This is an optimization exercise on Yosys and OpenROAD, whose aim is small area, not a production implementation. Only simulation tests tie the RTL to the original design; equivalence was not proved. Power is estimated from default activity; no workload was simulated.

==> module aomux, before the edit <==
module aomux #(parameter N = 32) (
    input  wire [N*32-1:0] d,
    input  wire [N-1:0]    s,
    output wire [31:0]     q
);
    localparam G = (N + 2) / 3;
    wire [G*3*32-1:0] dd = {{(G*3-N)*32{1'b0}}, d};
    wire [G*3-1:0]    ss = {{(G*3-N){1'b0}}, s};
    genvar b, k;
    generate
        for (b = 0; b < 32; b = b + 1) begin : g_bit
            wire [G-1:0] t;
            for (k = 0; k < G; k = k + 1) begin : g_grp
                if (3*k + 2 < N) begin : g3
                    ao3n u (.a1(dd[(3*k)*32+b]),   .a2(ss[3*k]),
                            .b1(dd[(3*k+1)*32+b]), .b2(ss[3*k+1]),
                            .c1(dd[(3*k+2)*32+b]), .c2(ss[3*k+2]), .y(t[k]));
                end else if (3*k + 1 < N) begin : g2
                    ao2n u (.a1(dd[(3*k)*32+b]),   .a2(ss[3*k]),
                            .b1(dd[(3*k+1)*32+b]), .b2(ss[3*k+1]), .y(t[k]));
                end else begin : g1
                    assign t[k] = ~(dd[(3*k)*32+b] & ss[3*k]);
                end
            end
            assign q[b] = ~&t;
        end
    endgenerate
endmodule
==> module ao2n, before the edit <==
module ao2n (
    input  wire a1, a2, b1, b2,
    output wire y
);
    assign y = ~((a1 & a2) | (b1 & b2));
endmodule
==> module pitch_correction, before the edit <==
module pitch_correction(
    input wire clk,
    input wire reset,
    input wire [31:0] S_AXIS_DATA_0_tdata,
    input wire  S_AXIS_DATA_0_tlast,
    output wire S_AXIS_DATA_0_tready,
    input wire  S_AXIS_DATA_0_tvalid,
    output wire [31:0] m_axis_data_tdata,
    output wire        m_axis_data_tlast,
    input  wire        m_axis_data_tready,
    output wire        m_axis_data_tvalid,
    output wire [15:0] m_axis_config_tdata,
    input  wire m_axis_config_tready,
    output wire m_axis_config_tvalid,
    output wire [31:0] monitor_fft_out,
    output wire monitor_fft_vld,
    output wire [31:0] monitor_pitch_out,
    output wire monitor_pitch_vld,
    input wire pitch_enable
    );
    localparam LS = 3;               
    localparam S  = 1 << LS;
    localparam NT = 256 / S;         
    wire        in_v = S_AXIS_DATA_0_tvalid;
    wire [31:0] din  = S_AXIS_DATA_0_tdata;
    reg rst_d, cfg_v;
    always @(posedge clk) begin
        rst_d <= reset;
        cfg_v <= rst_d;
    end
    assign m_axis_config_tvalid = cfg_v;
    assign m_axis_config_tdata  = 16'h0001;
    assign m_axis_data_tlast    = 1'b0;
    assign monitor_fft_out      = din;
    assign monitor_fft_vld      = in_v;
    localparam FILLING = 2'd0, READY = 2'd1, EMPTYING = 2'd2;
    reg  [1:0] state;
    reg  [7:0] wp;        
    reg  [7:0] rp;        
    reg        ovld;
    wire       acc     = ovld & m_axis_data_tready;
    wire       lastacc = acc & (rp == 8'd255);
    always @(posedge clk) begin
        if (reset) begin
            state <= FILLING;
            wp    <= 8'd0;
            rp    <= 8'd0;
            ovld  <= 1'b0;
        end else begin
            if (in_v)
                wp <= wp + 8'd1;
            case (state)
                FILLING:  if (wp == 8'd255) state <= READY;
                READY:    if (acc) state <= EMPTYING;
                EMPTYING: if (lastacc) state <= FILLING;
                default:  state <= state;
            endcase
            if (state == READY)
                ovld <= 1'b1;
            else if (state == FILLING || lastacc)
                ovld <= 1'b0;
            if (acc)
                rp <= rp + 8'd1;
            else if (state == FILLING)
                rp <= 8'd0;
        end
    end
    wire        lower = ~wp[7];
    wire [30:0] xsq;
    sqsum u_sq (.re(din[15:0]), .im(din[31:16]), .x(xsq));
    reg  [30:0] nb;
    reg  [6:0]  peak;
    wire        gt  = (xsq < nb);
    wire        upd = in_v & lower & gt;
    wire        cap_x = in_v & lower & (gt | (wp[6:0] == 7'd10) |
                                        ((&nb) & (wp[6:0] == peak)));
    wire        cap_y = in_v & wp[7] & ((wp[6:0] == 7'd10) | (wp[6:0] == peak));
    always @(posedge clk) begin
        nb <= ~in_v ? {31{1'b1}} : upd ? xsq : nb;
        if (reset)
            peak <= 7'd0;
        else if (upd)
            peak <= wp[6:0];
    end
    wire [31:0]   dconj = {(~din[31:16]) + 16'd1, din[15:0]};
    reg  [8191:0] ring;
    always @(posedge clk)
        ring <= {ring[8159:0], in_v ? dconj : ring[8191:8160]};
    wire [NT*32-1:0] taps;
    genvar g;
    generate
        for (g = 0; g < NT; g = g + 1) begin : g_tap
            assign taps[g*32 +: 32] = ring[g*S*32 +: 32];
        end
    endgenerate
    reg  [7:0]      stl;
    reg  [(S-1)*32-1:0] dl;
    wire [NT-1:0]   tsel = {{(NT-1){1'b0}}, 1'b1} << stl[7:LS];
    wire [31:0]     tap;
    aomux #(.N(NT)) u_tap (.d(taps), .s(tsel), .q(tap));
    always @(posedge clk) begin
        stl <= ovld ? stl + {7'd0, ~m_axis_data_tready} : 8'd0;
        dl  <= {dl[(S-2)*32-1:0], tap};
    end
    wire [S-1:0] ssel = {{(S-1){1'b0}}, 1'b1} << stl[LS-1:0];
    wire [31:0]  stream;
    aomux #(.N(S)) u_stream (.d({dl, tap}), .s(ssel), .q(stream));
    reg         cap_xd, cap_yd;
    reg  [31:0] cx, cy;
    wire        swp = (rp[6:0] == 7'd10) | (rp[6:0] == peak);
    always @(posedge clk) begin
        cap_xd <= cap_x;
        cap_yd <= cap_y;
        if (cap_xd | (acc & swp & ~rp[7]))
            cx <= stream;
        if (cap_yd | (acc & swp & rp[7]))
            cy <= stream;
    end
    wire [3:0]  osel = {~pitch_enable,
                        pitch_enable & swp & rp[7],
                        pitch_enable & swp & ~rp[7],
                        pitch_enable & ~swp};
    wire [31:0] rd;
    aomux #(.N(4)) u_out (.d({din, cy, cx, stream}), .s(osel), .q(rd));
    assign m_axis_data_tdata    = rd;
    assign m_axis_data_tvalid   = pitch_enable ? ovld : in_v;
    assign S_AXIS_DATA_0_tready = pitch_enable | m_axis_data_tready;
    assign monitor_pitch_out    = rd;
    assign monitor_pitch_vld    = ovld;
endmodule
clock: 15.0 ns
lec_check: 0
cap_margin: 20
core_margin: 2
core_utilization: 70
slew_margin: 20
synth_hierarchical: 1
standard.sh (not shown) runs the stock make flow with config.mk's settings and CLKGATE_MAP_FILE= SYNTH_SCRIPT=/design/flow/synth_recipe.tcl, a recipe that flattens the netlist after the stock synthesis.
==> flow/flow/run.sh <==
#!/bin/bash
# Own layout flow: the standard flow (standard.sh, standard synthesis
# included), with clock tree synthesis run without dummy loads and the port
# buffers made with the smallest buffer (repair_design still resizes them).
# Each tool's full output stays in orfs/logs/; make's output goes to
# flow_make.log.
set -euo pipefail
export CTS_ARGS="-sink_clustering_enable -repair_clock_nets -dont_use_dummy_load -buf_list sky130_fd_sc_hd__clkbuf_4 -root_buf sky130_fd_sc_hd__clkbuf_16 -sink_clustering_size 11 -sink_clustering_max_diameter 30"
export BUFFER_PORTS_ARGS="-buffer_cell sky130_fd_sc_hd__buf_1"
bash standard.sh finish > flow_make.log 2>&1
Next try:
--- a/flow/design.v
+++ b/flow/design.v
@@ -18,6 +18,7 @@
                             .c1(dd[(3*k+2)*32+b]), .c2(ss[3*k+2]), .y(t[k]));
                 end else if (3*k + 1 < N) begin : g2
-                    ao2n u (.a1(dd[(3*k)*32+b]),   .a2(ss[3*k]),
-                            .b1(dd[(3*k+1)*32+b]), .b2(ss[3*k+1]), .y(t[k]));
+                    ao3n u (.a1(dd[(3*k)*32+b]),   .a2(ss[3*k]),
+                            .b1(dd[(3*k+1)*32+b]), .b2(ss[3*k+1]),
+                            .c1(dd[(3*k+1)*32+b]), .c2(ss[3*k+1]), .y(t[k]));
                 end else begin : g1
                     assign t[k] = ~(dd[(3*k)*32+b] & ss[3*k]);
@@ -34,10 +35,4 @@
     assign y = ~((a1 & a2) | (b1 & b2) | (c1 & c2));
 endmodule
-module ao2n (
-    input  wire a1, a2, b1, b2,
-    output wire y
-);
-    assign y = ~((a1 & a2) | (b1 & b2));
-endmodule
 module sqsum (
     input  wire [15:0] re,
@@ -583,11 +578,13 @@
     reg  [30:0] nb;
     reg  [6:0]  peak;
-    wire        gt  = (xsq < nb);
-    wire        upd = in_v & lower & gt;
+    wire        first = (wp[6:0] == 7'd0);
+    wire        gt    = first ? ~&xsq : (xsq < nb);
+    wire        upd   = in_v & lower & gt;
     wire        cap_x = in_v & lower & (gt | (wp[6:0] == 7'd10) |
-                                        ((&nb) & (wp[6:0] == peak)));
+                                        (~first & (&nb) & (wp[6:0] == peak)));
     wire        cap_y = in_v & wp[7] & ((wp[6:0] == 7'd10) | (wp[6:0] == peak));
     always @(posedge clk) begin
-        nb <= ~in_v ? {31{1'b1}} : upd ? xsq : nb;
+        if (in_v & lower & (first | gt))
+            nb <= xsq;
         if (reset)
             peak <= 7'd0;
Now the flow finished but fails on antenna violations.
Setup slack degrades by 0.019 ns.
Register-to-register slack degrades by 0.24 ns.
Total power barely changes.
Routed wire length fell slightly.
Die area is about the same.
Utilization hardly moves.

-- separate check: timing with driven ports --
The flow's constraints put no driver on any port. The routed layouts listed below were extracted and timed again, unchanged, in two steps.
Step 1 assumes that a clkbuf_16 drives the clock port and a buf_2 every other input.
Step 2 also shifts input and output timing later by t, the mid clock arrival at the registers, as if the neighbouring blocks saw the same clock.
a / b / c = no drivers / after step 1 / after step 2; a / b = the first two.
run	shift t [ns]	setup WS [ns]	hold slack, ns	clock arrival spread, ns	cell pins on the clock port's net
the first run	1.357	4.224 / 4.289 / 2.932	0.218 / 0.218 / 0.218	0.249 / 0.248	1
the second run	1.336	4.206 / 4.270 / 2.934	0.161 / 0.161 / 0.161	0.217 / 0.218	1
For the first run, which loses most, drivers alone change the setup slack by +0.065 ns; drivers and shift together by -1.292 ns.
